From an optimization exercise on the open Yosys and OpenROAD flow, aimed at small area, a short achievable clock period and few clock cycles; shortcuts taken in it are not production practice.
Where RTL was checked, it was by simulation tests only, not by an equivalence proof against the original.
Only the layout flow was run in runs 4 to 11; the RTL was not checked for function there.
Power is estimated from default activity; no workload was simulated.

$ cat run.sh
#!/bin/bash
# synth_recipe.tcl (not shown) runs the flow's synth.tcl, then flattens the netlist and writes it again
# the make line also repeats each setting of config.mk as NAME=value (left out here)
make -C /OpenROAD-flow-scripts/flow DESIGN_CONFIG=/design/flow/config.mk WORK_HOME=/design/flow/orfs CLKGATE_MAP_FILE= SYNTH_SCRIPT=/design/flow/synth_recipe.tcl finish
$ cat config.mk
export PLATFORM = sky130hd
export DESIGN_NAME = L1_cache
export DESIGN_NICKNAME = L1_cache
export VERILOG_FILES = /design/flow/design.v
export SDC_FILE = /design/flow/constraint.sdc
export NUM_CORES = 4
export LEC_CHECK = 0
export CAP_MARGIN = 20
export CORE_MARGIN = 2
export CORE_UTILIZATION = 45
export PLACE_DENSITY = 0.6
export SETUP_SLACK_MARGIN = 0.2
export SLEW_MARGIN = 20
$ cat constraint.sdc
create_clock -name core_clock -period 10.0 [get_ports {clk}]
set_input_delay 2.0000 -clock core_clock [delete_from_list [all_inputs] [get_ports {clk}]]
set_output_delay 2.0000 -clock core_clock [all_outputs]
set_load 0.01 [all_outputs]
$ cat design.v
module L1_cache
(
	input clk,
	input rst,
	input [31:0] mem_address, mem_wdata,
	input logic mem_read, mem_write,
	input [3:0] mem_byte_enable,
	output [31:0] mem_rdata,
	output logic mem_resp,
	input logic pmem_resp,
	input [255:0] pmem_rdata,
	output pmem_read, pmem_write,
	output logic [31:0] pmem_address,
	output [255:0] pmem_wdata
);
logic [255:0] line;
logic [26:0] tag;
logic valid, dirty;
logic rd_q, wr_q, resp_q;
logic [2:0] off;
logic [3:0] be;
logic st;
wire idle = ~(rd_q | wr_q | resp_q);
wire req  = mem_read | mem_write;
wire hit  = valid & (tag == mem_address[31:5]);
assign pmem_read    = rd_q;
assign pmem_write   = wr_q;
assign mem_resp     = resp_q;
assign pmem_address = {tag, 5'b0};
assign pmem_wdata   = line;
assign mem_rdata    = line[32*off +: 32];
always_ff @(posedge clk) begin
	if (rst) begin
		rd_q <= 1'b0;
		wr_q <= 1'b0;
		resp_q <= 1'b0;
		valid <= 1'b0;
		dirty <= 1'b0;
	end else begin
		if (idle & req) begin
			if (hit) resp_q <= 1'b1;
			else if (dirty) wr_q <= 1'b1;
			else rd_q <= 1'b1;
		end
		if (wr_q & pmem_resp) begin
			wr_q <= 1'b0;
			rd_q <= 1'b1;
			dirty <= 1'b0;
		end
		if (rd_q & pmem_resp) begin
			rd_q <= 1'b0;
			resp_q <= 1'b1;
			valid <= 1'b1;
		end
		if (resp_q) begin
			resp_q <= 1'b0;
			if (st) dirty <= 1'b1;
		end
	end
end
always_ff @(posedge clk) begin
	if (idle) begin
		off <= mem_address[4:2];
		be <= mem_byte_enable;
		st <= mem_write;
	end
	if ((idle & req & ~dirty) | (wr_q & pmem_resp))
		tag <= mem_address[31:5];
end
always_ff @(posedge clk) begin
	for (int k = 0; k < 32; k++) begin
		logic m;
		m = st & (off == 3'(k / 4)) & be[k % 4] & (rd_q | resp_q);
		if (rd_q | m)
			line[8*k +: 8] <= m ? mem_wdata[8*(k%4) +: 8] : pmem_rdata[8*k +: 8];
	end
end
endmodule
==> results of run 1 <==
[state kept, by name (all words and copies together) (netlist names)]
signal,cells
be,4
line,256
resp_q,1
st,1
off,3
valid,1
tag,27
wr_q,1
rd_q,1
dirty,1
[cell families after synthesis]
kind of cell	count (synthesis)	synth area share
AOI/OAI and AO/OA	12	0.00477
xor gates and xnor gates	27	0.0161
buffers and inverters	35	0.0120
DFF	296	0.602
muxes	352	0.319
other	1	0.000255
and+or+nand+nor	106	0.0461
[cell usage after synthesis, types with 5 or more instances]
cell	count	area, um^2
buf_2	15	75.1
xnor2_1	27	236
mux4_2	64	1440
dfxtp_1	5	100
mux2_1	17	191
nand4_1	11	68.8
nand2_1	10	37.5
or2_2	16	100
nor2_1	8	30.0
clkbuf_1	12	45.0
buf_4	5	37.5
nor2_2	16	100
mux2_2	271	3050
edfxtp_1	291	8740
nand2b_1	18	113
[metal layers]
layer  part of all wire  global-route usage
met2               0.51               0.587
met5                  0                   0
met3              0.098               0.109
met4              0.034               0.110
met1               0.36               0.393
[layout make-up]
type,count,area share
tap,442,0.0244
clock inverter,9,0.00204
inverter,1,0.000166
antenna,12,0.00132
multi-input combinational,502,0.251
sequential,296,0.390
clock buffer,49,0.0446
timing repair buffer,649,0.286
[through the flow]
step                utilization  std cells
floorplan                     -        833
global placement          0.667       1890
detailed placement        0.667       1890
CTS                       0.699       1948
global route              0.700       1956
finish                    0.700       1960
[power by group through the flow]
stage               Clock, mW  Sequential [mW]  Combinational [mW]
floorplan                   0             1.77               0.465
global placement            0             1.74                1.24
detailed placement          0             1.74                1.24
CTS                      1.21             1.72                1.25
global route             1.26             1.74                1.30
finish                   1.20             1.72                1.25
[worst reg2reg max path: cells and delay by family, from the launching register on]
kind,cells,cell delay (ps)
simple gates,3,1420
buf+inv,2,1330
flops,1,970
[final timing paths]
path	endpoint	slack, ps	depth (start not counted)
max	mem_rdata[10]	3820	5
min	valid$_SDFFE_PP0P_	490	2
max reg2reg	line[243]$_DFFE_PP_	5960	5
min reg2reg	valid$_SDFFE_PP0P_	490	2
==> reports/qor.yml, run 1 <==
power_mw: 4.17
die-area_um2: 34100
ys_ff_latch: 296
worst-path-buf-inv: 3
n_fill_cell: 2322
clk_pin_slew_ps: 50
outcome: "finished clean"
crit_chain: "buf_4 -> buf_4 -> mux4_2 -> mux2_2 -> clkdlybuf4s50_1"
core_um2: 32400
critPathMostFrequentCell: "buf_4"
max_cap_violations: 0
final_common_cell: "clkdlybuf4s50_1"
root_buffer: "clkbuf_16"
rows: 66
hold_violations: 0
timing.final.crit_share: 0.618
yosys_warnings: 1
postPlaceCellArea_um2: 21600
p_clk_frac: 0.289
cts_htree_levels: 2
power.leakage_nw: 7.78
rr_startpoint: "off[0]$_DFFE_PN_"
cts_buffer_depth: 3
post-place-ws_ps: 4220
ys_types: 37
vias_per_cell: 5.62
crit_path_max_incr_delay_ps: 970
synth_flop_cell: "edfxtp_1"
rsz0062_at_grt: "false"
syn_area_um2: 14700
initial_core_util: 0.454
postCtsSetupBuffers: 0
grt-ovfl-total: 0
synth_edf_count: 291
place.gp.congestion: 0.880
critPathMaxFanout: 40
grt_pass1_wl_um: 81200
die_h_um: 185
clock.fmax_ghz: 0.162
cts_tree: "done"
cts_resized: 0
grt_max_degree: 54
num_vias: 11007
final_cell_mix: "644 x clkdlybuf4s50_1, 291 x edfxtp_1, 271 x mux2_2"
first_global_vias: 11404
drive_gt1_frac: 0.287
fin_ws_ps: 3820
ir_worst_vdd_v: 0.000176
seq_area_um2: 8840
hold_class: "register to register"
finClkSkew_ps: 18.0
min_period_ps: 6180
drt-total-wl_um: 58900
nets: 1814
antenna_found_initial: 12
holdWs_ps: 494
cp_top_family: "buffers and inverters"
path_class: "register to output pin"
worst_pin_slew_ps: 1060
power.density_nw_per_um2: 184
place_hpwl_um: 46500
switching_power_mw: 1.18
cp.required_ps: 8000
switching_share: 0.284
worstSkewPairLatency_ps: 510
multi_input_area_um2: 5700
ios: 652
max-slew-margin-rel: 0.295
min_from: "valid$_SDFFE_PP0P_"
cts_sinks: 296
setup_viol: 0
startpoint: "off[0]$_DFFE_PN_"
dieWidth_um: 185
endpoint_kind: "output pin"
ys_seq_area_frac: 0.602
ant_nets: 0
final_area_um2: 22700
area_growth_pct: 54.3
cts_buffers: 35
dr.pass1.iters: 7
wl_per_cell_um: 30.0
syn-instance-count: 829
synth_area_per_cell_um2: 17.7
critical-path-slowest-cell: "edfxtp_1"
cp-start-kind: "register"
portBuffers: 644
final.setup.tns_ps: 0
route.detailed.drc: 0
holdBufCountCts: 0
grt.total_usage: 0.337
internal_power_mw: 2.99
synthArstFlopShare: 0
crit_arrival_ps: 4180
combPwrFrac: 0.299
finalMaxSlewViolations: 0
p_seq_frac: 0.413
drt_iter0_drc: 626
Testbench counts, summed over its fixed seeds: cycles 149,555.
==> run 2, diff against run 1 <==
--- a/config.mk
+++ b/config.mk
@@ -11,3 +11,3 @@
 export PLACE_DENSITY = 0.6
-export SETUP_SLACK_MARGIN = 0.2
+export SETUP_SLACK_MARGIN = 5
 export SLEW_MARGIN = 20
==> run 2 against run 1 <==
Count of clock-buffer cells in the layout stayed put. Cell count is 0.26% higher. Die area stayed put. Via count hardly changed. Largest power group unchanged. Global-route usage is 0.056 points higher. Clock power hardly changed. Clock skew is 1.9 ps higher. Flip-flop and latch count stayed put. Hold slack better by 1.1 ps. Non-clock buffer count is 4 higher. Routed wire length is 0.47% higher. Utilization is 0.24 points higher.
==> reports/qor.yml, run 2 <==
top_register: "line"
portBuffers: 644
place_hpwl_um: 46500
syn-instance-count: 829
min_period_ps: 4860
synth_top_area_cell: "edfxtp_1"
dieWidth_um: 185
holdWs_ps: 495
synth.top_cells.by_count: "291 x edfxtp_1, 271 x mux2_2, 64 x mux4_2"
power.density_nw_per_um2: 184
grt_max_degree: 54
max-slew-margin-rel: 0.490
grt_pass1_wl_um: 81300
reg_top3: "line: 256 flops, tag: 27 flops, be: 4 flops"
path_class: "register to output pin"
cts_buffers: 35
place.gp.congestion: 0.880
hold_violations: 0
holdBufCountCts: 0
drt-total-wl_um: 59200
wl_met3_um: 5570
post-place-ws_ps: 4220
dr.pass1.iters: 8
cts_tree: "done"
synth.most_common_cell: "edfxtp_1"
min_from: "valid$_SDFFE_PP0P_"
final_common_cell: "clkdlybuf4s50_1"
timing.final.crit_share: 0.486
cts_buffer_depth: 3
r2r_cells: 4
fin_ws_ps: 5140
postPlaceCellArea_um2: 21600
cp.required_ps: 8000
finClkSkew_ps: 20.0
power.leakage_nw: 7.81
ys_ff_latch: 296
ant_nets: 0
cp-endpoint: "mem_rdata[10]"
grt.total_usage: 0.337
final_area_um2: 22700
route.detailed.drc: 0
initial_core_util: 0.454
ys_seq_area_frac: 0.602
rsz0062_at_grt: "false"
cts_htree_levels: 2
rr_startpoint: "off[2]$_DFFE_PN_"
ios: 652
rows: 66
nets: 1818
synth_edf_count: 291
synth_top_area_share: 0.595
clk_pin_slew_ps: 50
ir_worst_vdd_v: 0.000177
drt_iter0_drc: 731
synth_flop_cell: "edfxtp_1"
met1_length_um: 21500
antenna_found_initial: 12
die_h_um: 185
endpoint_kind: "output pin"
drive_gt1_frac: 0.289
cp-start-kind: "register"
critPathMaxFanout: 20
syn_area_um2: 14700
reg2reg_to: "line[165]$_DFFE_PP_"
crit_arrival_ps: 2860
synth_area_per_cell_um2: 17.7
cts_sinks: 296
worstSkewPairLatency_ps: 510
ys_types: 37
wl_per_cell_um: 30.1
synthArstFlopShare: 0
num_vias: 11010
final.setup.tns_ps: 0
highest_layer: "met4"
final_cell_mix: "644 x clkdlybuf4s50_1, 291 x edfxtp_1, 271 x mux2_2"
largest_register_ffs: 256
area_growth_pct: 54.9
yosys_warnings: 1
die-area_um2: 34100
final_cell_count_no_fill: 1965
startpoint: "off[0]$_DFFE_PN_"
rrSetupSlack_ps: 6900
setup_viol: 0
root_buffer: "clkbuf_16"
core_um2: 32400
finalMaxSlewViolations: 0
grt-ovfl-total: 0
dr_wl_met2_um: 30000
dp.cells: 1890
outcome: "finished clean"
hold_class: "register to register"
first_global_vias: 11399
worst_pin_slew_ps: 759
max_cap_violations: 0
clock.fmax_ghz: 0.206
vias_per_cell: 5.60
synth_area_leaders: "edfxtp_1 59%, mux2_2 21%, mux4_2 9.8%"
==> run 2: cell count changes in the layout (fill, tap and decap cells not counted) <==
cell       before  now
buf_6           0    2
buf_12          0    1
buf_4           5    4
buf_8           0    1
clkbuf_16      37   38
diode_2        12   13
==> run 2: critical path, cell delays in order, from the launching register on <==
cell             delay [ps]
edfxtp_1                470
clkbuf_16               300
buf_12                  240
mux4_2                  540
mux2_2                  280
clkdlybuf4s50_1         500
==> run 2: final cells by class <==
class | count | area (um^2)
fill | 2313 | 9630
sequential | 296 | 8840
timing repair buffer | 653 | 6560
multi-input combinational | 502 | 5700
clock buffer | 49 | 1010
tap | 442 | 553
clock inverter | 9 | 46.3
antenna | 13 | 32.5
inverter | 1 | 3.75
==> run 2: logic make-up after synthesis <==
| group | after synthesis | share of synthesized area |
|---|---|---|
| AOI/OAI and AO/OA | 12 | 0.00477 |
| buffers and inverters | 35 | 0.0120 |
| xor gates and xnor gates | 27 | 0.0161 |
| and+or+nand+nor | 106 | 0.0461 |
| other | 1 | 0.000255 |
| muxes | 352 | 0.319 |
| DFF | 296 | 0.602 |
==> run 2: metrics by stage <==
stage	power, mW	utilization
3_3_place_gp	2.97	0.667
6_report	4.19	0.703
4_1_cts	4.19	0.701
2_1_floorplan	2.24	-
5_1_grt	4.31	0.702
3_5_place_dp	2.99	0.667
==> run 2: worst min-delay path by stage <==
stage | endpoint | slack (ps) | cells past startpoint
after floorplan | valid$_SDFFE_PP0P_ | 440 | 2
after global placement | valid$_SDFFE_PP0P_ | 480 | 2
after detailed placement | valid$_SDFFE_PP0P_ | 470 | 2
after CTS | valid$_SDFFE_PP0P_ | 490 | 2
after global routing | valid$_SDFFE_PP0P_ | 600 | 2
final | valid$_SDFFE_PP0P_ | 500 | 2
==> run 2: power by group <==
part / internal [mW] / total (mW) / switching (mW)
Clock: 0.702 / 1.21 / 0.504
Sequential: 1.60 / 1.71 / 0.113
Combinational: 0.693 / 1.27 / 0.576
Total: 2.99 / 4.19 / 1.19
==> run 2: timing repair <==
item,CTS,global route
hold endpoints to repair,0,0
endpoints found under the setup margin,31,11
gates resized for setup,6,3
buffers inserted,3,0
gates cloned,0,1
==> run 2: layer usage <==
metal | up-vias | global-route usage
li1 | 4674 | -
met4 | 0 | 0.113
met2 | 594 | 0.587
met3 | 113 | 0.105
met5 | - | 0
met1 | 5629 | 0.396
==> run 3, diff against run 2 <==
--- a/config.mk
+++ b/config.mk
@@ -7,6 +7,7 @@
 export LEC_CHECK = 0
+export ABC_CLOCK_PERIOD_IN_PS = 2500
 export CAP_MARGIN = 20
 export CORE_MARGIN = 2
-export CORE_UTILIZATION = 45
-export PLACE_DENSITY = 0.6
+export CORE_UTILIZATION = 60
+export PLACE_DENSITY = 0.7
 export SETUP_SLACK_MARGIN = 5
==> run 3 against run 2 <==
The flow now stops in I/O pin placement (3_2_place_iop). Area after synthesis did not move. Synthesized cell count unchanged.
==> reports/qor.yml, run 3 <==
synthArstFlopShare: 0
lastStage: "I/O pin placement (3_2_place_iop)"
yosys_warnings: 1
synth_area_leaders: "edfxtp_1 59%, mux2_2 21%, mux4_2 9.8%"
rows: 57
die_h_um: 160
outcome: "aborted with a tool error"
ys_seq_area_frac: 0.602
ys_ff_latch: 296
synth_top_area_cell: "edfxtp_1"
synth_area_per_cell_um2: 17.7
syn-instance-count: 829
initial_core_util: 0.607
synth_edf_count: 291
synth_top_area_share: 0.595
ys_types: 37
error: "[ERROR PPL-0024] Number of IO pins (652) exceeds maximum number of available positions (574). Increase the die perimeter from 641.82um to 886.72um."
syn_area_um2: 14700
synth.top_cells.by_count: "291 x edfxtp_1, 271 x mux2_2, 64 x mux4_2"
synth.most_common_cell: "edfxtp_1"
synth_flop_cell: "edfxtp_1"
dieWidth_um: 160
## run 3: cells by family after synthesis
| family | count (synthesis) | synth area share |
|---|---|---|
| muxes | 352 | 0.319 |
| xor gates and xnor gates | 27 | 0.0161 |
| AOI/OAI and AO/OA | 12 | 0.00477 |
| buffers and inverters | 35 | 0.0120 |
| and+or+nand+nor | 106 | 0.0461 |
| other | 1 | 0.000255 |
| DFF | 296 | 0.602 |
==> run 4, diff against run 3 <==
--- a/design.v
+++ b/design.v
@@ -19,5 +19,4 @@
 logic rd_q, wr_q, resp_q;
-logic [2:0] off;
-logic [3:0] be;
-logic st;
+logic [7:0] wsel;      
+logic [3:0] wbe;       
 wire idle = ~(rd_q | wr_q | resp_q);
@@ -30,3 +29,7 @@
 assign pmem_wdata   = line;
-assign mem_rdata    = line[32*off +: 32];
+always_comb begin
+	mem_rdata = '0;
+	for (int w = 0; w < 8; w++)
+		mem_rdata = mem_rdata | ({32{wsel[w]}} & line[32*w +: 32]);
+end
 always_ff @(posedge clk) begin
@@ -56,3 +59,3 @@
 			resp_q <= 1'b0;
-			if (st) dirty <= 1'b1;
+			if (|wbe) dirty <= 1'b1;
 		end
@@ -62,5 +65,5 @@
 	if (idle) begin
-		off <= mem_address[4:2];
-		be <= mem_byte_enable;
-		st <= mem_write;
+		for (int w = 0; w < 8; w++)
+			wsel[w] <= (mem_address[4:2] == 3'(w));
+		wbe <= mem_write ? mem_byte_enable : 4'b0;
 	end
@@ -69,10 +72,16 @@
 end
-always_ff @(posedge clk) begin
+logic [255:0] line_d;
+always_comb begin
 	for (int k = 0; k < 32; k++) begin
-		logic m;
-		m = st & (off == 3'(k / 4)) & be[k % 4] & (rd_q | resp_q);
-		if (rd_q | m)
-			line[8*k +: 8] <= m ? mem_wdata[8*(k%4) +: 8] : pmem_rdata[8*k +: 8];
+		logic m, f, h;
+		m = wsel[k / 4] & wbe[k % 4] & (rd_q | resp_q);
+		f = rd_q & ~m;
+		h = ~rd_q & ~m;
+		line_d[8*k +: 8] = ({8{m}} & mem_wdata[8*(k%4) +: 8])
+		                 | ({8{f}} & pmem_rdata[8*k +: 8])
+		                 | ({8{h}} & line[8*k +: 8]);
 	end
 end
+always_ff @(posedge clk)
+	line <= line_d;
 endmodule
==> flow/run.sh (new file) <==
#!/bin/bash
# Standard layout, with plain buffers on the ports and timing repair aimed at
# a larger setup margin. The whole ORFS output goes to standard_flow.log.
set -euo pipefail
bash standard.sh "BUFFER_PORTS_ARGS=-buffer_cell sky130_fd_sc_hd__buf_2" SETUP_SLACK_MARGIN=7 finish > standard_flow.log 2>&1
==> standard.sh (new file) <==
#!/bin/bash
# synth_recipe.tcl (not shown) runs the flow's synth.tcl, then flattens the netlist and writes it again
# the make line also repeats each setting of config.mk as NAME=value (left out here)
make -C /OpenROAD-flow-scripts/flow DESIGN_CONFIG=/design/flow/config.mk WORK_HOME=/design/flow/orfs CLKGATE_MAP_FILE= SYNTH_SCRIPT=/design/flow/synth_recipe.tcl "${@:-finish}"
--- a/config.mk
+++ b/config.mk
@@ -7,8 +7,7 @@
 export LEC_CHECK = 0
-export ABC_CLOCK_PERIOD_IN_PS = 2500
+export ABC_AREA = 1
 export CAP_MARGIN = 20
 export CORE_MARGIN = 2
-export CORE_UTILIZATION = 60
-export PLACE_DENSITY = 0.7
-export SETUP_SLACK_MARGIN = 5
+export CORE_UTILIZATION = 45
+export PLACE_DENSITY = 0.6
 export SLEW_MARGIN = 20
removed: run.sh
==> run 4 against run 3 <==
The run again fails in I/O pin placement (3_2_place_iop). Synthesized cell count is 110% higher. Area after synthesis down 8.5%.
==> reports/qor.yml, run 4 <==
error: "[ERROR PPL-0024] Number of IO pins (652) exceeds maximum number of available positions (632). Increase the die perimeter from 707.28um to 886.72um."
ys_types: 31
rows: 63
synth_area_leaders: "dfxtp_1 39%, nand2_1 19%, o211ai_1 13%"
synth_edf_count: 39
die_h_um: 177
ys_ff_latch: 300
synth.top_cells.by_count: "669 x nand2_1, 261 x dfxtp_1, 231 x o211ai_1"
syn-instance-count: 1758
synthArstFlopShare: 0
yosys_warnings: 10
synth_top_area_share: 0.389
initial_core_util: 0.455
synth_area_per_cell_um2: 7.65
synth_flop_cell: "dfxtp_1"
synth.most_common_cell: "nand2_1"
syn_area_um2: 13400
synth_top_area_cell: "dfxtp_1"
dieWidth_um: 177
outcome: "aborted with a tool error"
lastStage: "I/O pin placement (3_2_place_iop)"
ys_seq_area_frac: 0.476
[run 4: kinds of logic after synthesis]
group	Yosys count	synth area share
buf+inv	230	0.0681
flops	300	0.476
compound gates	337	0.191
other cells	1	0.000279
simple gates	890	0.265
==> run 5, diff against run 4 <==
--- a/config.mk
+++ b/config.mk
@@ -9,4 +9,4 @@
 export CAP_MARGIN = 20
-export CORE_MARGIN = 2
-export CORE_UTILIZATION = 45
+export CORE_AREA = 4 4 226 226
+export DIE_AREA = 0 0 230 230
 export PLACE_DENSITY = 0.6
==> run 5 against run 4 <==
Now clean on timing, DRC and antenna. Synthesized cell count unchanged. Area after synthesis unchanged.
==> reports/qor.yml, run 5 <==
outcome: "finished clean"
final.setup.tns_ps: 0
finClkSkew_ps: 25.0
cts_sinks: 300
grt.total_usage: 0.268
die_h_um: 230
drt_iter0_drc: 1385
ant_nets: 0
cp.required_ps: 8000
p_seq_frac: 0.363
critPathMaxFanout: 25
syn-instance-count: 1758
hold_violations: 0
cts_buffers: 36
ys_seq_area_frac: 0.476
synth.top_cells.by_count: "669 x nand2_1, 261 x dfxtp_1, 231 x o211ai_1"
final_common_cell: "nand2_1"
setup_viol: 0
switching_power_mw: 2.48
syn_area_um2: 13400
first_global_vias: 16287
path_class: "register to output pin"
endpoint_kind: "output pin"
hold_class: "register to register"
place_hpwl_um: 53200
portBuffers: 644
initial_core_util: 0.275
worstSkewPairLatency_ps: 540
num_vias: 16689
fin_ws_ps: 5820
core_um2: 48800
synth_top_area_share: 0.389
synth_top_area_cell: "dfxtp_1"
cp-start-kind: "register"
root_buffer: "clkbuf_16"
rsz0062_at_grt: "true"
final_cell_mix: "646 x nand2_1, 398 x buf_2, 231 x o211ai_1"
timing.final.crit_share: 0.418
synth_flop_cell: "dfxtp_1"
max-slew-margin-rel: 0.454
nets: 2812
power_mw: 6.47
p_clk_frac: 0.203
postPlaceCellArea_um2: 17400
clock.fmax_ghz: 0.239
wl_per_cell_um: 24.2
post-place-ws_ps: 5190
n_fill_cell: 4769
clk_pin_slew_ps: 60
worst_pin_slew_ps: 815
die-area_um2: 52900
synth_area_leaders: "dfxtp_1 39%, nand2_1 19%, o211ai_1 13%"
yosys_warnings: 10
finalMaxSlewViolations: 0
ir_worst_vdd_v: 0.000136
max_cap_violations: 0
crit_arrival_ps: 2180
rows: 81
place.gp.congestion: 0.955
antenna_found_initial: 11
vias_per_cell: 5.25
synth_area_per_cell_um2: 7.65
ios: 652
switching_share: 0.384
cts_tree: "done"
ys_ff_latch: 300
drt-total-wl_um: 76900
reg_top3: "line: 256 flops, tag: 27 flops, wsel: 8 flops"
synth.most_common_cell: "nand2_1"
internal_power_mw: 3.98
synthArstFlopShare: 0
final_area_um2: 22100
largest_register_ffs: 256
cts_buffer_depth: 3
top_register: "line"
drive_gt1_frac: 0.454
grt-ovfl-total: 0
power.leakage_nw: 10.0
synth_edf_count: 39
area_growth_pct: 64.4
ys_types: 31
dieWidth_um: 230
power.density_nw_per_um2: 293
min_period_ps: 4180
grt_pass1_wl_um: 107000
cts_htree_levels: 2
grt_max_degree: 101
combPwrFrac: 0.434
dr.pass1.iters: 5
route.detailed.drc: 0
==> run 5: cell counts after synthesis <==
Identical to the previous run, type by type.
==> run 5: path summary, 6_finish.rpt <==
path / startpoint / to / slack (ps) / depth (start not counted)
hold reg to reg: valid$_SDFFE_PP0P_ / valid$_SDFFE_PP0P_ / 470 / 2
setup reg to reg: rd_q$_SDFFE_PP0P_ / tag[19]$_DFFE_PP_ / 7360 / 6
setup / recovery: wsel[0]$_DFFE_PN_ / mem_rdata[26] / 5820 / 6
hold / removal: valid$_SDFFE_PP0P_ / valid$_SDFFE_PP0P_ / 470 / 2
==> run 5: kinds of logic after synthesis <==
logic type,Yosys count,share of synthesized area
simple gates,890,0.265
other cells,1,0.000279
flops,300,0.476
buf+inv,230,0.0681
compound gates,337,0.191
==> run 5: what timing repair did <==
action,in CTS,in global routing
gates cloned,8,2
setup buffers,48,26
setup endpoints to repair,345,332
hold buffers,0,0
pin swaps,17,33
gates resized for setup,586,174
==> run 5: layer usage <==
layer | part of all wire | global-route usage | vias to the layer above
li1 | - | - | 7506
met1 | 0.40 | 0.336 | 7958
met2 | 0.47 | 0.448 | 1036
met3 | 0.10 | 0.0773 | 181
met4 | 0.035 | 0.0837 | 8
met5 | 0.00061 | 0 | -
==> run 5: power groups by stage <==
stage	Clock (mW)	Sequential (mW)	Combinational [mW]
CTS	1.33	2.26	2.62
detailed placement	0	2.12	2.07
finish	1.31	2.35	2.81
floorplan	0	2.19	0.897
global placement	0	2.11	2.04
global route	1.37	2.38	2.98
==> run 5: area by class of cell <==
class,count,area (um^2),area share
repair inverters,2,36.3,0.00164
repair buffers,734,5730,0.259
clock buffers,56,1110,0.0501
diodes,8,20.0,0.000906
clock inverters,4,43.8,0.00198
inverters,177,713,0.0323
well taps,664,831,0.0376
flip-flops and latches,300,6930,0.314
multi-input cells,1232,6690,0.303
==> run 5: per-stage QoR <==
step                      cells  hold slack, ps  utilization
after floorplan            1762             430            -
after global placement     3025             450        0.357
after detailed placement   3025             456        0.357
after CTS                  3141             465        0.432
after global routing       3172             487        0.452
final                      3177             467        0.452
==> run 5: worst max-delay path, stage by stage, from the launching register on <==
cell,delay (ps)
edfxtp_1,430
buf_12,210
nand2_1,80
o211ai_1,90
a221oi_2,400
nand4_1,210
buf_2,200
==> run 6, diff against run 5 <==
==> flow/run.sh (replaced) <==
#!/bin/bash
# Standard layout, with plain buffers on the ports and timing repair aimed at
# a larger setup margin. The whole ORFS output goes to standard_flow.log.
set -euo pipefail
bash standard.sh "BUFFER_PORTS_ARGS=-buffer_cell sky130_fd_sc_hd__buf_2" SETUP_SLACK_MARGIN=5 finish > standard_flow.log 2>&1
==> run 6 against run 5 <==
Still clean. Sequential power decreased by 11%. Die area unchanged. Fmax decreased by 13%. Combinational power decreased by 26%. Critical path type unchanged. Largest power group is now registers.
==> reports/qor.yml, run 6 <==
outcome: "finished clean"
worst_pin_slew_ps: 1090
vias_per_cell: 5.16
drt_iter0_drc: 1279
place.gp.congestion: 0.966
final_cell_mix: "668 x nand2_1, 644 x buf_2, 260 x dfxtp_1"
final_area_um2: 18600
clk_pin_slew_ps: 60
synth_area_per_cell_um2: 7.65
synthArstFlopShare: 0
clock.fmax_ghz: 0.207
largest_register_ffs: 256
route.detailed.drc: 0
worstSkewPairLatency_ps: 540
drive_gt1_frac: 0.300
postCtsSetupBuffers: 0
first_global_vias: 15763
hold_violations: 0
root_buffer: "clkbuf_16"
finalMaxSlewViolations: 0
synth_area_leaders: "dfxtp_1 39%, nand2_1 19%, o211ai_1 13%"
synth_top_area_cell: "dfxtp_1"
grt-ovfl-total: 0
ys_seq_area_frac: 0.476
final.setup.tns_ps: 0
rsz0062_at_grt: "false"
crit_path_max_incr_delay_ps: 590
dp.cells: 3026
core_um2: 48800
yosys_warnings: 10
cts_buffer_depth: 3
ir_worst_vdd_v: 0.000132
final_cell_count_no_fill: 3100
path_class: "register to output pin"
n_fill_cell: 5176
holdWs_ps: 464
cp.required_ps: 8000
crit_chain: "buf_4 -> inv_1 -> o22ai_1 -> a221oi_1 -> nand3_1 -> buf_2"
cp-start-kind: "register"
final_common_cell: "nand2_1"
die_h_um: 230
timing.final.crit_share: 0.482
antenna_found_initial: 10
portBuffers: 644
area_growth_pct: 38.6
synth.most_common_cell: "nand2_1"
setup_viol: 0
cts_sinks: 300
cp_top_family: "buffers and inverters"
top_register: "line"
max_cap_violations: 0
ys_types: 31
ios: 652
syn-instance-count: 1758
cts_htree_levels: 2
hold_class: "register to register"
dieWidth_um: 230
crit_arrival_ps: 2820
place_hpwl_um: 54700
critPathMaxFanout: 26
min_period_ps: 4820
power.density_nw_per_um2: 299
nets: 2730
power_mw: 5.58
synth_edf_count: 39
postPlaceCellArea_um2: 17300
ant_nets: 0
wl_per_cell_um: 23.0
power.leakage_nw: 8.80
ys_ff_latch: 300
holdBufCountCts: 0
endpoint_kind: "output pin"
initial_core_util: 0.275
num_vias: 15987
grt_max_degree: 101
grt_pass1_wl_um: 103000
cts_buffers: 37
drt-total-wl_um: 71400
seq_area_um2: 6400
grt.total_usage: 0.254
finClkSkew_ps: 23.6
cts_tree: "done"
max-slew-margin-rel: 0.270
reg_top3: "line: 256 flops, tag: 27 flops, wsel: 8 flops"
synth_top_area_share: 0.389
die-area_um2: 52900
synth_flop_cell: "dfxtp_1"
worst-path-buf-inv: 3
rows: 81
cts_resized: 0
syn_area_um2: 13400
synth.top_cells.by_count: "669 x nand2_1, 261 x dfxtp_1, 231 x o211ai_1"
multi_input_area_um2: 6150
dr.pass1.iters: 5
critical-path-slowest-cell: "inv_1"
-- run 6: kinds of logic (layout without fill, tap and decap cells) --
logic type	Yosys count	count (layout)	share of synthesized area
AO/OA/AOI/OAI	337	337	0.191
buffers and inverters	230	898	0.0681
flip-flops	300	300	0.476
other	1	11	0.000279
AND/OR/NAND/NOR	890	890	0.265
-- run 6: cell type report --
| class | count | area share |
|---|---|---|
| clock inverters | 13 | 0.00699 |
| clock buffers | 55 | 0.0615 |
| inverters | 177 | 0.0361 |
| repair buffers | 653 | 0.177 |
| well taps | 664 | 0.0446 |
| flip-flops and latches | 300 | 0.343 |
| multi-input cells | 1232 | 0.330 |
| diodes | 6 | 0.000806 |
-- run 6: final timing paths --
| kind | startpoint | endpoint | slack, ps | cells after the start |
|---|---|---|---|---|
| max | wsel[0]$_DFFE_PN_ | mem_rdata[13] | 5180 | 6 |
| min | valid$_SDFFE_PP0P_ | valid$_SDFFE_PP0P_ | 460 | 2 |
| max reg2reg | rd_q$_SDFFE_PP0P_ | tag[23]$_DFFE_PP_ | 6560 | 6 |
| min reg2reg | valid$_SDFFE_PP0P_ | valid$_SDFFE_PP0P_ | 460 | 2 |
-- run 6: power by group --
part | switching, mW | total (mW) | internal (mW)
logic | 1.29 | 2.07 | 0.781
registers | 0.418 | 2.10 | 1.68
clock network | 0.559 | 1.41 | 0.849
-- run 6: worst min-delay path: stages (launching register included) --
cell     delay [ps]
dfxtp_1         290
inv_1            60
a21oi_1          60
-- run 6: metrics by stage --
| stage | setup slack [ps] | utilization |
|---|---|---|
| floorplan | 6790 | - |
| global placement | 5760 | 0.355 |
| detailed placement | 5730 | 0.355 |
| CTS | 5130 | 0.381 |
| global route | 5000 | 0.381 |
| finish | 5180 | 0.381 |
-- run 6: metal layers --
metal,up-vias,wire (um),global-route usage
met3,153,6370,0.0590
met4,6,2320,0.0856
met5,-,34,0
met1,7622,28500,0.319
met2,888,34200,0.431
li1,7318,-,-
==> run 7, diff against run 6 <==
--- a/config.mk
+++ b/config.mk
@@ -9,4 +9,4 @@
 export CAP_MARGIN = 20
-export CORE_AREA = 4 4 226 226
-export DIE_AREA = 0 0 230 230
+export CORE_MARGIN = 2
+export CORE_UTILIZATION = 45
 export PLACE_DENSITY = 0.6
==> run 7 against run 6 <==
The flow now stops in I/O pin placement (3_2_place_iop). Area after synthesis did not move. Synthesized cell count did not move.
==> reports/qor.yml, run 7 <==
synth.top_cells.by_count: "669 x nand2_1, 261 x dfxtp_1, 231 x o211ai_1"
synth_flop_cell: "dfxtp_1"
ys_ff_latch: 300
dieWidth_um: 177
synthArstFlopShare: 0
error: "[ERROR PPL-0024] Number of IO pins (652) exceeds maximum number of available positions (632). Increase the die perimeter from 707.28um to 886.72um."
synth_area_leaders: "dfxtp_1 39%, nand2_1 19%, o211ai_1 13%"
ys_types: 31
yosys_warnings: 10
synth_top_area_share: 0.389
ys_seq_area_frac: 0.476
synth.most_common_cell: "nand2_1"
rows: 63
outcome: "aborted with a tool error"
synth_top_area_cell: "dfxtp_1"
synth_area_per_cell_um2: 7.65
lastStage: "I/O pin placement (3_2_place_iop)"
syn-instance-count: 1758
die_h_um: 177
syn_area_um2: 13400
initial_core_util: 0.455
synth_edf_count: 39
## run 7: cell counts after synthesis
Identical to the previous run, type by type.
## run 7: kinds of logic after synthesis
kind of cell | count (synthesis) | synth area share
simple gates | 890 | 0.265
compound gates | 337 | 0.191
flops | 300 | 0.476
buf+inv | 230 | 0.0681
other cells | 1 | 0.000279
==> run 8, diff against run 7 <==
--- a/design.v
+++ b/design.v
@@ -21,2 +21,3 @@
 logic [3:0] wbe;       
+logic [31:0] rdata_q;  
 wire idle = ~(rd_q | wr_q | resp_q);
@@ -29,7 +30,3 @@
 assign pmem_wdata   = line;
-always_comb begin
-	mem_rdata = '0;
-	for (int w = 0; w < 8; w++)
-		mem_rdata = mem_rdata | ({32{wsel[w]}} & line[32*w +: 32]);
-end
+assign mem_rdata    = rdata_q;
 always_ff @(posedge clk) begin
@@ -86,2 +83,13 @@
 	line <= line_d;
+logic [7:0] rsel;
+logic [31:0] rdata_d;
+always_comb begin
+	for (int w = 0; w < 8; w++)
+		rsel[w] = idle ? (mem_address[4:2] == 3'(w)) : wsel[w];
+	rdata_d = '0;
+	for (int w = 0; w < 8; w++)
+		rdata_d = rdata_d | ({32{rsel[w]}} & line_d[32*w +: 32]);
+end
+always_ff @(posedge clk)
+	rdata_q <= rdata_d;
 endmodule
==> flow/run.sh (replaced) <==
#!/bin/bash
# Standard layout, with plain buffers on the ports and timing repair aimed at
# a larger setup margin. The whole ORFS output goes to standard_flow.log.
set -euo pipefail
bash standard.sh "BUFFER_PORTS_ARGS=-buffer_cell sky130_fd_sc_hd__buf_2" SETUP_SLACK_MARGIN=7 finish > standard_flow.log 2>&1
--- a/config.mk
+++ b/config.mk
@@ -9,4 +9,4 @@
 export CAP_MARGIN = 20
-export CORE_MARGIN = 2
-export CORE_UTILIZATION = 45
+export CORE_AREA = 4 4 226 226
+export DIE_AREA = 0 0 230 230
 export PLACE_DENSITY = 0.6
==> run 8 against run 7 <==
The run now finishes clean. Area after synthesis grew 13%. Synthesized cell count up 28%.
==> reports/qor.yml, run 8 <==
rows: 81
dieWidth_um: 230
hold_class: "register to register"
highest_layer: "met5"
first_global_vias: 17910
whs_path_depth: 2
min_from: "valid$_SDFFE_PP0P_"
initial_core_util: 0.311
dr.pass1.iters: 5
cts_htree_levels: 2
r2r_cells: 11
synth.top_cells.by_count: "1,082 x nand2_1, 453 x nand3_1, 301 x dfxtp_1"
rr_startpoint: "rd_q$_SDFFE_PP0P_"
synth_area_per_cell_um2: 6.74
rsz0062_at_grt: "true"
place_hpwl_um: 57100
worst_pin_slew_ps: 1100
clock.fmax_ghz: 0.318
area_growth_pct: 53.0
core_um2: 48800
ys_ff_latch: 332
crit_arrival_ps: 1150
final_cell_mix: "1,082 x nand2_1, 453 x nand3_1, 356 x buf_2"
wl_met3_um: 6400
synth_area_leaders: "dfxtp_1 40%, nand2_1 27%, nand3_1 15%"
hold_violations: 0
syn_area_um2: 15200
vias_per_cell: 4.97
power.leakage_nw: 11.5
nets: 3268
largest_register_ffs: 256
min_period_ps: 3150
rrSetupSlack_ps: 7080
cts_sinks: 332
antenna_found_initial: 14
drive_gt1_frac: 0.384
final_common_cell: "nand2_1"
cts_tree: "done"
synth_top_area_cell: "dfxtp_1"
grt_pass1_wl_um: 111000
power_mw: 6.27
num_vias: 18082
wl_per_cell_um: 21.3
final.setup.tns_ps: 0
clk_pin_slew_ps: 60
drt_iter0_drc: 1085
finClkSkew_ps: 10.6
max-slew-margin-rel: 0.265
cts_buffer_depth: 3
dr_wl_met2_um: 37200
top_register: "line"
synth_flop_cell: "dfxtp_1"
n_fill_cell: 4922
yosys_warnings: 1
cp-start-kind: "register"
max_cap_violations: 0
timing.final.crit_share: 0.315
critPathMaxFanout: 2
synthArstFlopShare: 0
grt.total_usage: 0.274
reg_top3: "line: 256 flops, rdata_q: 32 flops, tag: 27 flops"
ys_types: 30
cts_buffers: 40
critical-path-slowest-cell: "dfxtp_4"
power.density_nw_per_um2: 270
worstHoldEndpoint: "valid$_SDFFE_PP0P_"
die_h_um: 230
reg2reg_to: "rdata_q[19]$_DFF_P_"
setup_viol: 0
die-area_um2: 52900
crit_path_max_incr_delay_ps: 360
drt-total-wl_um: 77300
ir_worst_vdd_v: 0.000157
met1_length_um: 30400
dp.cells: 3479
synth.most_common_cell: "nand2_1"
route.detailed.drc: 0
ios: 652
final_cell_count_no_fill: 3639
worstSkewPairLatency_ps: 550
endpoint_kind: "output pin"
synth_top_area_share: 0.397
finalMaxSlewViolations: 0
worst-path-buf-inv: 2
grt-ovfl-total: 0
place.gp.congestion: 0.965
portBuffers: 644
path_class: "register to output pin"
ant_nets: 0
finish.utilization: 0.476
crit_chain: "buf_16 -> buf_6"
cp_top_family: "flip-flops"
cp.required_ps: 8000
synth_edf_count: 31
syn-instance-count: 2256
root_buffer: "clkbuf_16"
ys_seq_area_frac: 0.458
grt_max_degree: 64
outcome: "finished clean"
## run 8: through the flow
step / instance area (um^2) / hold WS, ps / setup WS [ps]
after floorplan: 15200 / 430 / 7010
after global placement: 19000 / 460 / 6390
after detailed placement: 19000 / 462 / 6380
after CTS: 22900 / 481 / 6810
after global routing: 23200 / 504 / 6810
final: 23300 / 483 / 6850
## run 8: layer usage
layer | vias up | global-route usage
li1 | 8593 | -
met1 | 8413 | 0.329
met2 | 888 | 0.469
met3 | 178 | 0.0684
met4 | 10 | 0.110
met5 | - | 0
## run 8: how the worst max path moves through the flow
stage,cells after the start,endpoint,startpoint
after floorplan,2,tag[0]$_DFFE_PP_,mem_write
after global placement,12,rdata_q[4]$_DFF_P_,rd_q$_SDFFE_PP0P_
after detailed placement,9,rdata_q[0]$_DFF_P_,mem_address[3]
after CTS,2,pmem_read,rd_q$_SDFFE_PP0P_
after global routing,2,pmem_read,rd_q$_SDFFE_PP0P_
final,2,pmem_read,rd_q$_SDFFE_PP0P_
## run 8: final cells by class
| cell class | count | area [um^2] | area share |
|---|---|---|---|
| antenna | 9 | 22.5 | 0.000968 |
| clock buffer | 65 | 1200 | 0.0515 |
| clock inverter | 4 | 70.1 | 0.00301 |
| inverter | 79 | 299 | 0.0129 |
| multi-input combinational | 1755 | 7640 | 0.328 |
| sequential | 332 | 7340 | 0.316 |
| tap | 664 | 831 | 0.0357 |
| timing repair buffer | 731 | 5860 | 0.252 |
## run 8: cells by family (layout without fill, tap and decap cells)
logic type	after synthesis	after routing	synth area share
compound gates	19	21	0.00823
xor+xnor	6	6	0.00346
buf+inv	176	879	0.0484
flops	332	332	0.458
other cells	1	14	0.000247
simple gates	1722	1723	0.482
## run 8: repair_timing
action / 4_1_cts / 5_1_grt
endpoints found under the setup margin: 468 / 333
gates resized for setup: 634 / 21
setup buffers: 50 / 26
cloned: 4 / 1
pin swaps: 1 / 0
hold buffers: 0 / 0
## run 8: report_power, final
group	internal [mW]	switching [mW]
Sequential	1.93	0.374
Combinational	1.24	1.28
Clock	0.865	0.592
## run 8: worst min-delay path, cell delays in order, from the launching register on
cell and delay [ps]:
dfxtp_1 300, inv_1 80, a21oi_1 70
==> run 9, diff against run 8 <==
==> flow/run.sh (replaced) <==
#!/bin/bash
# Standard layout, with plain buffers on the ports and timing repair aimed at
# a larger setup margin. The whole ORFS output goes to standard_flow.log.
set -euo pipefail
bash standard.sh "BUFFER_PORTS_ARGS=-buffer_cell sky130_fd_sc_hd__buf_2" SETUP_SLACK_MARGIN=6 finish > standard_flow.log 2>&1
==> run 9 against run 8 <==
Still clean. Die area is the same. Via count shrank 1.7%. Combinational power shrank 25%. Highest routed layer unchanged.
==> reports/qor.yml, run 9 <==
synth_area_leaders: "dfxtp_1 40%, nand2_1 27%, nand3_1 15%"
crit_path_max_incr_delay_ps: 540
core_um2: 48800
reg2reg_to: "rdata_q[7]$_DFF_P_"
area_growth_pct: 34.2
grt-ovfl-total: 0
endpoint_kind: "output pin"
largest_register_ffs: 256
synth_top_area_share: 0.397
root_buffer: "clkbuf_16"
place.gp.congestion: 0.959
final_common_cell: "nand2_1"
hold_violations: 0
dieWidth_um: 230
postCtsSetupBuffers: 0
crit_chain: "buf_6 -> buf_2"
critical-path-slowest-cell: "dfxtp_4"
clk_pin_slew_ps: 60
finClkSkew_ps: 12.3
hold_class: "register to register"
setup_viol: 0
reg_top3: "line: 256 flops, rdata_q: 32 flops, tag: 27 flops"
combPwrFrac: 0.342
ys_ff_latch: 332
final.setup.tns_ps: 0
die-area_um2: 52900
syn-instance-count: 2256
power.leakage_nw: 10.5
path_class: "register to output pin"
die_h_um: 230
wl_per_cell_um: 20.9
cts_sinks: 332
cts_buffer_depth: 3
yosys_warnings: 1
worst_pin_slew_ps: 874
ys_seq_area_frac: 0.458
switching_share: 0.384
drive_gt1_frac: 0.272
first_global_vias: 17168
route.detailed.drc: 0
p_clk_frac: 0.272
max_cap_violations: 0
critPathMaxFanout: 59
synth.top_cells.by_count: "1,082 x nand2_1, 453 x nand3_1, 301 x dfxtp_1"
final_cell_mix: "1,082 x nand2_1, 644 x buf_2, 453 x nand3_1"
cts_tree: "done"
power_mw: 5.49
synthArstFlopShare: 0
synth_top_area_cell: "dfxtp_1"
cp-endpoint: "pmem_read"
num_vias: 17778
rr_startpoint: "rd_q$_SDFFE_PP0P_"
ios: 652
min_period_ps: 3820
holdBufCountCts: 0
antenna_found_initial: 10
grt_pass1_wl_um: 108000
synth_flop_cell: "dfxtp_1"
worstSkewPairLatency_ps: 550
cp_top_family: "buffers and inverters"
cp.required_ps: 8000
startpoint: "rd_q$_SDFFE_PP0P_"
vias_per_cell: 5.00
ant_nets: 0
power.density_nw_per_um2: 269
initial_core_util: 0.311
finalMaxSlewViolations: 0
synth.most_common_cell: "nand2_1"
top_register: "line"
rsz0062_at_grt: "false"
ys_types: 30
crit_arrival_ps: 1820
cts_htree_levels: 2
r2r_cells: 10
path_depth: 2
max-slew-margin-rel: 0.411
drt_iter0_drc: 1255
internal_power_mw: 3.38
cts_buffers: 40
rows: 81
synth_area_per_cell_um2: 6.74
grt_max_degree: 69
synth_edf_count: 31
switching_power_mw: 2.10
clock.fmax_ghz: 0.262
place_hpwl_um: 57400
syn_area_um2: 15200
nets: 3191
rrSetupSlack_ps: 6660
dr.pass1.iters: 7
ir_worst_vdd_v: 0.000132
p_seq_frac: 0.386
n_fill_cell: 5236
drt-total-wl_um: 74400
cp-start-kind: "register"
portBuffers: 644
grt.total_usage: 0.266
worst-path-buf-inv: 2
timing.final.crit_share: 0.382
outcome: "finished clean"
## run 9: logic make-up (layout without fill, tap and decap cells)
logic type	count (synthesis)	in the layout	synth area share
xor gates and xnor gates	6	6	0.00346
buffers and inverters	176	807	0.0484
and+or+nand+nor	1722	1722	0.482
AOI/OAI and AO/OA	19	19	0.00823
other	1	8	0.000247
DFF	332	332	0.458
## run 9: worst min path at each step
stage / start / to / depth (start not counted)
3_3_place_gp: line[205]$_DFF_P_ / line[205]$_DFF_P_ / 2
5_1_grt: line[12]$_DFF_P_ / line[12]$_DFF_P_ / 2
4_1_cts: line[223]$_DFF_P_ / line[223]$_DFF_P_ / 2
6_report: line[223]$_DFF_P_ / line[223]$_DFF_P_ / 2
3_5_place_dp: line[251]$_DFF_P_ / line[251]$_DFF_P_ / 2
2_1_floorplan: valid$_SDFFE_PP0P_ / valid$_SDFFE_PP0P_ / 2
## run 9: layout make-up
class | count | area [um^2] | share of cell area
Multi-Input combinational cell | 1752 | 7590 | 0.372
Sequential cell | 332 | 6960 | 0.341
Timing Repair Buffer | 657 | 3380 | 0.166
Clock buffer | 62 | 1230 | 0.0602
Tap cell | 664 | 831 | 0.0407
Inverter | 79 | 299 | 0.0147
Clock inverter | 9 | 101 | 0.00497
Antenna cell | 3 | 7.51 | 0.000368
## run 9: repair_timing
item                                   in CTS  in global routing
resized for setup                           1                  0
endpoints found under the hold margin       0                  0
setup endpoints to repair                   1                  0
## run 9: per-layer routing
metal / vias to the layer above / GRT usage / routed length [um]
met2: 954 / 0.439 / 34600
met5: - / 0 / 89
met1: 8199 / 0.338 / 30200
met3: 173 / 0.0649 / 6550
met4: 14 / 0.100 / 2960
li1: 8438 / - / -
## run 9: metrics by stage
stage                     utilization  cells  hold WS (ps)  setup WS, ps  area, um^2
after floorplan                     -   2260           430          6180       15200
after global placement          0.388   3481           462          6390       19000
after detailed placement        0.389   3482           465          6350       19000
after CTS                       0.416   3553           482          6120       20300
after global routing            0.417   3556           516          6070       20400
final                           0.418   3558           481          6180       20400
## run 9: worst reg2reg max path, stage by stage (launching register included)
cell	delay, ps
dfxtp_4	440
inv_4	650
nand2_8	280
nor2_8	470
nand4_1	250
o21ai_4	330
buf_4	430
nand2_1	120
nand2_1	150
nor2_1	90
nand2_1	80
## run 9: power groups by stage
stage	Sequential, mW	Combinational, mW	Clock, mW
6_report	2.12	1.88	1.49
5_1_grt	2.16	2.05	1.57
4_1_cts	2.11	1.87	1.52
3_5_place_dp	2.13	1.87	0
3_3_place_gp	2.13	1.85	0
2_1_floorplan	2.28	0.760	0
==> run 10, diff against run 9 <==
--- a/design.v
+++ b/design.v
@@ -25,5 +25,6 @@
 wire hit  = valid & (tag == mem_address[31:5]);
-assign pmem_read    = rd_q;
-assign pmem_write   = wr_q;
-assign mem_resp     = resp_q;
+logic rd_o, wr_o, resp_o;
+assign pmem_read    = rd_o;
+assign pmem_write   = wr_o;
+assign mem_resp     = resp_o;
 assign pmem_address = {tag, 5'b0};
@@ -58,2 +59,26 @@
 		end
+	end
+end
+wire idle_o = ~(rd_o | wr_o | resp_o);
+always_ff @(posedge clk) begin
+	if (rst) begin
+		rd_o <= 1'b0;
+		wr_o <= 1'b0;
+		resp_o <= 1'b0;
+	end else begin
+		if (idle_o & req) begin
+			if (hit) resp_o <= 1'b1;
+			else if (dirty) wr_o <= 1'b1;
+			else rd_o <= 1'b1;
+		end
+		if (wr_o & pmem_resp) begin
+			wr_o <= 1'b0;
+			rd_o <= 1'b1;
+		end
+		if (rd_o & pmem_resp) begin
+			rd_o <= 1'b0;
+			resp_o <= 1'b1;
+		end
+		if (resp_o)
+			resp_o <= 1'b0;
 	end
==> flow/run.sh (replaced) <==
#!/bin/bash
# Standard layout, with plain buffers on the ports and timing repair aimed at
# a larger setup margin. The whole ORFS output goes to standard_flow.log.
set -euo pipefail
bash standard.sh "BUFFER_PORTS_ARGS=-buffer_cell sky130_fd_sc_hd__buf_1" SETUP_SLACK_MARGIN=6.9 finish > standard_flow.log 2>&1
==> run 10 against run 9 <==
Via count decreased by 4.2%. Final area shrank 1.5%. Clock skew shrank 2.4 ps. Count of clock-buffer cells in the layout fell by 2. Critical path depth down 1.
==> reports/qor.yml, run 10 <==
vias_per_cell: 4.75
clk_pin_slew_ps: 60
setup_viol: 0
synth.most_common_cell: "nand2_1"
synth_top_area_share: 0.404
critical-path-slowest-cell: "edfxtp_1"
hold_class: "register to register"
initial_core_util: 0.309
cts_buffers: 39
rows: 81
yosys_warnings: 1
cts_buffer_depth: 3
ant_nets: 0
cp.required_ps: 8000
crit_chain: "buf_2"
route.detailed.drc: 0
rsz0062_at_grt: "true"
root_buffer: "clkbuf_16"
timing.final.crit_share: 0.312
syn-instance-count: 2237
num_vias: 17023
n_fill_cell: 5376
drive_gt1_frac: 0.137
place.gp.congestion: 0.973
p_clk_frac: 0.274
min_period_ps: 3120
power.leakage_nw: 9.65
ios: 652
largest_register_ffs: 256
seq_area_um2: 7050
final_common_cell: "nand2_1"
area_growth_pct: 33.2
whs_path_depth: 2
worstSkewPairLatency_ps: 540
holdBufCountCts: 0
ir_worst_vdd_v: 0.000117
first_global_vias: 16292
final.setup.tns_ps: 0
synth_area_leaders: "dfxtp_1 40%, nand2_1 32%, nand3_1 8.7%"
combPwrFrac: 0.337
ys_ff_latch: 335
cts_tree: "done"
final_cell_mix: "1,269 x nand2_1, 450 x buf_1, 282 x dfxtp_1"
drt-total-wl_um: 69100
synth_edf_count: 31
worst_pin_slew_ps: 877
grt_pass1_wl_um: 101000
cp-start-kind: "register"
worst-path-buf-inv: 1
synth_area_per_cell_um2: 6.74
reg_top3: "line: 256 flops, rdata_q: 32 flops, tag: 27 flops"
crit_path_max_incr_delay_ps: 420
final_cell_count_no_fill: 3586
insertedDiodeCount: 0
wl_per_cell_um: 19.3
cts_sinks: 335
rrSetupSlack_ps: 7140
internal_power_mw: 3.35
multi_input_area_um2: 7580
grt_max_degree: 35
path_class: "register to output pin"
cts_htree_levels: 2
crit_arrival_ps: 1120
min_from: "valid$_SDFFE_PP0P_"
endpoint_kind: "output pin"
critPathMaxFanout: 2
synth.top_cells.by_count: "1,270 x nand2_1, 304 x dfxtp_1, 263 x nand3_1"
portBuffers: 644
die-area_um2: 52900
synth_flop_cell: "dfxtp_1"
reg2reg_to: "rdata_q[0]$_DFF_P_"
switching_share: 0.385
top_register: "line"
r2r_cells: 11
finClkSkew_ps: 9.95
antenna_found_initial: 2
dp.cells: 3489
grt-ovfl-total: 0
cp_top_family: "flip-flops"
place_hpwl_um: 54100
rr_startpoint: "rd_q$_SDFFE_PP0P_"
dieWidth_um: 230
finalMaxSlewViolations: 0
hold_violations: 0
drt_iter0_drc: 1027
die_h_um: 230
dr.pass1.iters: 5
ys_types: 31
p_seq_frac: 0.389
clock.fmax_ghz: 0.320
syn_area_um2: 15100
max-slew-margin-rel: 0.413
synthArstFlopShare: 0
core_um2: 48800
worstHoldEndpoint: "valid$_SDFFE_PP0P_"
max_cap_violations: 0
switching_power_mw: 2.09
power.density_nw_per_um2: 271
synth_top_area_cell: "dfxtp_1"
grt.total_usage: 0.247
outcome: "finished clean"
nets: 3226
ys_seq_area_frac: 0.465
[run 10: changes by cell type after synthesis, moves of 6 or more]
cell	before	now
nand3_1	453	263
nand2_1	1082	1270
clkbuf_1	51	17
buf_1	11	33
buf_2	25	12
nor2_1	125	116
nor2_2	22	30
nand2_2	8	1
nor2_8	1	8
o21ai_1	1	7
o21ai_2	7	1
[run 10: per-stage QoR]
stage	power [mW]	instance area, um^2	hold WS (ps)	worst slack (ps)	utilization
3_5_place_dp	3.85	18200	449	6280	0.372
6_report	5.44	20100	455	6880	0.411
4_1_cts	5.41	19900	458	6840	0.406
5_1_grt	5.74	20100	494	6820	0.411
3_3_place_gp	3.85	18200	443	6270	0.372
2_1_floorplan	3.04	15100	430	6940	-
[run 10: cells by family after synthesis]
group,synth area share
DFF,0.465
other,0.000249
and+or+nand+nor,0.484
buffers and inverters,0.0401
xor gates and xnor gates,0.00349
AOI/OAI and AO/OA,0.00714
[run 10: worst max path at each step]
stage | start | end | slack (ps) | cells past startpoint
2_1_floorplan | mem_write | tag[0]$_DFFE_PP_ | 6940 | 4
3_3_place_gp | mem_address[2] | rdata_q[20]$_DFF_P_ | 6270 | 9
6_report | tag[1]$_DFFE_PP_ | pmem_address[6] | 6880 | 1
4_1_cts | tag[12]$_DFFE_PP_ | pmem_address[17] | 6840 | 1
5_1_grt | tag[7]$_DFFE_PP_ | pmem_address[12] | 6820 | 1
3_5_place_dp | mem_address[2] | rdata_q[23]$_DFF_P_ | 6280 | 9
[run 10: timing repair]
action                                  CTS  global route
pin swaps                                 0             0
gates resized for setup                 133           105
endpoints found under the setup margin  160           136
buffers inserted                         22             9
hold endpoints to repair                  0             0
[run 10: power by group through the flow]
stage | combinational [mW] | sequential (mW) | clock, mW
floorplan | 0.743 | 2.30 | 0
global placement | 1.72 | 2.13 | 0
detailed placement | 1.73 | 2.13 | 0
CTS | 1.80 | 2.11 | 1.51
global route | 2.01 | 2.16 | 1.57
finish | 1.83 | 2.12 | 1.49
[run 10: cell type report]
| class | instances | share of cell area |
|---|---|---|
| inverters | 75 | 0.0143 |
| repair buffers | 685 | 0.150 |
| well taps | 664 | 0.0414 |
| flip-flops and latches | 335 | 0.351 |
| multi-input cells | 1761 | 0.377 |
| clock inverters | 6 | 0.00411 |
| clock buffers | 60 | 0.0617 |
[run 10: metal layers]
metal,part of all wire,routed length [um],global-route usage,up-vias
met1,0.41,28000,0.303,7816
met3,0.073,5040,0.0518,162
met2,0.47,32800,0.421,730
met5,0.00019,13,0,-
li1,-,-,-,8313
met4,0.047,3220,0.106,2
[run 10: worst reg2reg max path: cells and delay by family, from the launching register on]
family	cells	cell delay (ps)
compound gates	1	230
buf+inv	3	1160
flops	1	340
simple gates	7	1070
==> run 11, diff against run 10 <==
==> flow/run.sh (replaced) <==
#!/bin/bash
# Standard layout, with plain buffers on the ports and timing repair aimed at
# a larger setup margin. The whole ORFS output goes to standard_flow.log.
set -euo pipefail
bash standard.sh "BUFFER_PORTS_ARGS=-buffer_cell sky130_fd_sc_hd__buf_2" SETUP_SLACK_MARGIN=6.9 finish > standard_flow.log 2>&1
==> run 11 against run 10 <==
Still clean on timing, DRC and antenna. Fmax down 0.43%. Global-route usage up 0.98 points. Sequential power hardly changed. Critical path depth unchanged. Die area did not move. Routed wire length grew 3.7%. Critical endpoint is now pmem_address[17].
==> reports/qor.yml, run 11 <==
cts_buffers: 40
cts_htree_levels: 2
synth_edf_count: 31
synthMuxAreaShare: 0
final_common_cell: "nand2_1"
num_vias: 17476
fin_ws_ps: 6860
ys_ff_latch: 335
clk_pin_slew_ps: 60
critPathMaxFanout: 2
timing.final.crit_share: 0.314
grt_pass1_wl_um: 105000
power.leakage_nw: 11.0
switching_power_mw: 2.12
path_class: "register to output pin"
combPwrFrac: 0.346
ys_types: 31
cp.required_ps: 8000
grt.total_usage: 0.257
place_hpwl_um: 56300
cp_top_family: "flip-flops"
vias_per_cell: 4.85
portBuffers: 644
dieWidth_um: 230
final.setup.tns_ps: 0
finalMaxSlewViolations: 0
cts_tree: "done"
rows: 81
max-slew-margin-rel: 0.422
drive_gt1_frac: 0.302
place.gp.congestion: 0.965
crit_arrival_ps: 1140
core_um2: 48800
endpoint_kind: "output pin"
root_buffer: "clkbuf_16"
synth_flop_cell: "dfxtp_1"
holdBufCountCts: 0
antenna_found_initial: 14
crit_chain: "buf_2"
area_growth_pct: 37.7
yosys.area_share.simple: 0.484
critical-path-slowest-cell: "edfxtp_1"
synth_top_area_cell: "dfxtp_1"
grt_max_degree: 35
yosys_warnings: 1
nets: 3233
clock.fmax_ghz: 0.319
hold_class: "register to register"
worstSkewPairLatency_ps: 570
crit_path_max_incr_delay_ps: 410
holdWs_ps: 457
cts_sinks: 335
drt-total-wl_um: 71600
r2r_cells: 11
final_cell_count_no_fill: 3604
p_clk_frac: 0.267
die-area_um2: 52900
cp-endpoint: "pmem_address[17]"
power_mw: 5.55
first_global_vias: 17206
grt-ovfl-total: 0
synth_top_family_by_area: "simple AND/OR/NAND/NOR gates"
reg2reg_to: "rdata_q[0]$_DFF_P_"
synth_area_per_cell_um2: 6.74
initial_core_util: 0.309
synth.top_cells.by_count: "1,270 x nand2_1, 304 x dfxtp_1, 263 x nand3_1"
dr.pass1.iters: 5
cts_buffer_depth: 3
ys_seq_area_frac: 0.465
rsz0062_at_grt: "true"
final_area_um2: 20800
largest_register_ffs: 256
worst-path-buf-inv: 1
synth_fa_ha_area_frac: 0
outcome: "finished clean"
die_h_um: 230
syn_area_um2: 15100
hold_violations: 0
synth_area_leaders: "dfxtp_1 40%, nand2_1 32%, nand3_1 8.7%"
rr_startpoint: "rd_q$_SDFFE_PP0P_"
internal_power_mw: 3.43
setup_viol: 0
finClkSkew_ps: 24.4
synthArstFlopShare: 0
reg_top3: "line: 256 flops, rdata_q: 32 flops, tag: 27 flops"
synth.most_common_cell: "nand2_1"
top_register: "line"
post-place-ws_ps: 6380
synth_compound_area_frac: 0.00714
ios: 652
finish.utilization: 0.425
final_cell_mix: "1,269 x nand2_1, 622 x buf_2, 263 x nand3_1"
min_period_ps: 3140
startpoint: "tag[12]$_DFFE_PP_"
switching_share: 0.382
power.density_nw_per_um2: 267
worst_pin_slew_ps: 864
rrSetupSlack_ps: 7180
postPlaceCellArea_um2: 19000
ant_nets: 0
synth_xor_area_frac: 0.00349
cp-start-kind: "register"
wl_per_cell_um: 19.9
dp.cells: 3489
max_cap_violations: 0
route.detailed.drc: 0
synth_top_area_share: 0.404
path_depth: 1
ir_worst_vdd_v: 0.000137
syn-instance-count: 2237
drt_iter0_drc: 1134
p_seq_frac: 0.386
-- run 11: cell counts after synthesis --
Identical to the previous run, type by type.
-- run 11: repair_timing --
| action | 4_1_cts | 5_1_grt |
|---|---|---|
| gates cloned | 0 | 0 |
| gates resized for setup | 49 | 35 |
| endpoints found under the hold margin | 0 | 0 |
| buffers inserted | 21 | 16 |
| endpoints found under the setup margin | 90 | 60 |
-- run 11: how the worst min path moves through the flow --
stage	to	from	cells past startpoint	slack, ps
final	valid$_SDFFE_PP0P_	valid$_SDFFE_PP0P_	2	460
after global routing	line[139]$_DFF_P_	line[139]$_DFF_P_	2	500
after CTS	valid$_SDFFE_PP0P_	valid$_SDFFE_PP0P_	2	460
after detailed placement	valid$_SDFFE_PP0P_	valid$_SDFFE_PP0P_	2	450
after global placement	valid$_SDFFE_PP0P_	valid$_SDFFE_PP0P_	2	450
after floorplan	valid$_SDFFE_PP0P_	valid$_SDFFE_PP0P_	2	430
-- run 11: logic make-up after synthesis --
group                     after synthesis
buffers and inverters                 145
and+or+nand+nor                      1730
AOI/OAI and AO/OA                      20
DFF                                   335
other                                   1
xor gates and xnor gates                6
-- run 11: final cells by class --
cell class	count	area, um^2
tap	664	831
sequential	335	7090
clock buffer	58	1170
inverter	75	289
fill	5127	28100
timing repair buffer	691	3660
antenna	11	27.5
multi-input combinational	1761	7570
clock inverter	9	130
-- run 11: tightest hold or removal path, cell delays in order, from the launching register on --
cell and delay (ps):
dfxtp_1 290, inv_1 60, a21oi_1 60
-- run 11: routing by layer --
layer  up-vias  wire [um]  global-route usage
met5         -         58                   0
met4         8       2680              0.0945
met3       155       5840              0.0595
met2       856      35000               0.451
met1      8101      28000               0.307
li1       8356          -                   -
-- run 11: power groups by stage --
stage | Combinational (mW) | Clock (mW) | Sequential [mW]
after floorplan | 0.743 | 0 | 2.30
after global placement | 1.86 | 0 | 2.13
after detailed placement | 1.87 | 0 | 2.14
after CTS | 1.91 | 1.50 | 2.13
after global routing | 2.10 | 1.56 | 2.18
final | 1.92 | 1.48 | 2.14

==> static timing again, ports no longer ideal <==
In the flow no input, the clock included, has a driving cell. The finished layouts below were timed again as built, in two steps.
Step 1 assumes that a clkbuf_16 drives the clock port and a buf_2 every other input.
Step 2 adds t to the input delays and takes it off the output delays; t is the mean of the earliest and latest rising clock arrival at the registers after step 1. Input paths then give back, and output paths get back, about the clock's delay inside the block.
Slacks: ideal / step 1 / step 2; pairs: ideal / step 1.
| run | shift t [ns] | setup WS [ns] | hold slack, ns | worst data-port slew with drivers (ns) |
|---|---|---|---|---|
| run 1 | 0.553 | 3.825 / 3.771 / 4.324 | 0.494 / 0.494 / 0.494 | 0.14 |
| run 2 | 0.553 | 5.137 / 5.085 / 5.638 | 0.495 / 0.495 / 0.495 | 0.14 |
| run 5 | 0.589 | 5.816 / 5.757 / 6.346 | 0.467 / 0.467 / 0.467 | 0.11 |
| run 6 | 0.580 | 5.178 / 5.128 / 5.708 | 0.464 / 0.464 / 0.464 | 0.14 |
| run 8 | 0.603 | 6.855 / 6.799 / 6.426 | 0.483 / 0.483 / 0.483 | 0.10 |
| run 9 | 0.601 | 6.182 / 6.128 / 6.267 | 0.481 / 0.481 / 0.481 | 0.10 |
| run 10 | 0.593 | 6.876 / 6.817 / 6.380 | 0.455 / 0.455 / 0.455 | 0.08 |
| run 11 | 0.611 | 6.862 / 6.804 / 6.401 | 0.457 / 0.457 / 0.457 | 0.08 |
After both steps every run listed still meets setup and hold. The setup slack of run 10, which loses most, moves by -0.059 ns with the drivers and by -0.496 ns with both steps.
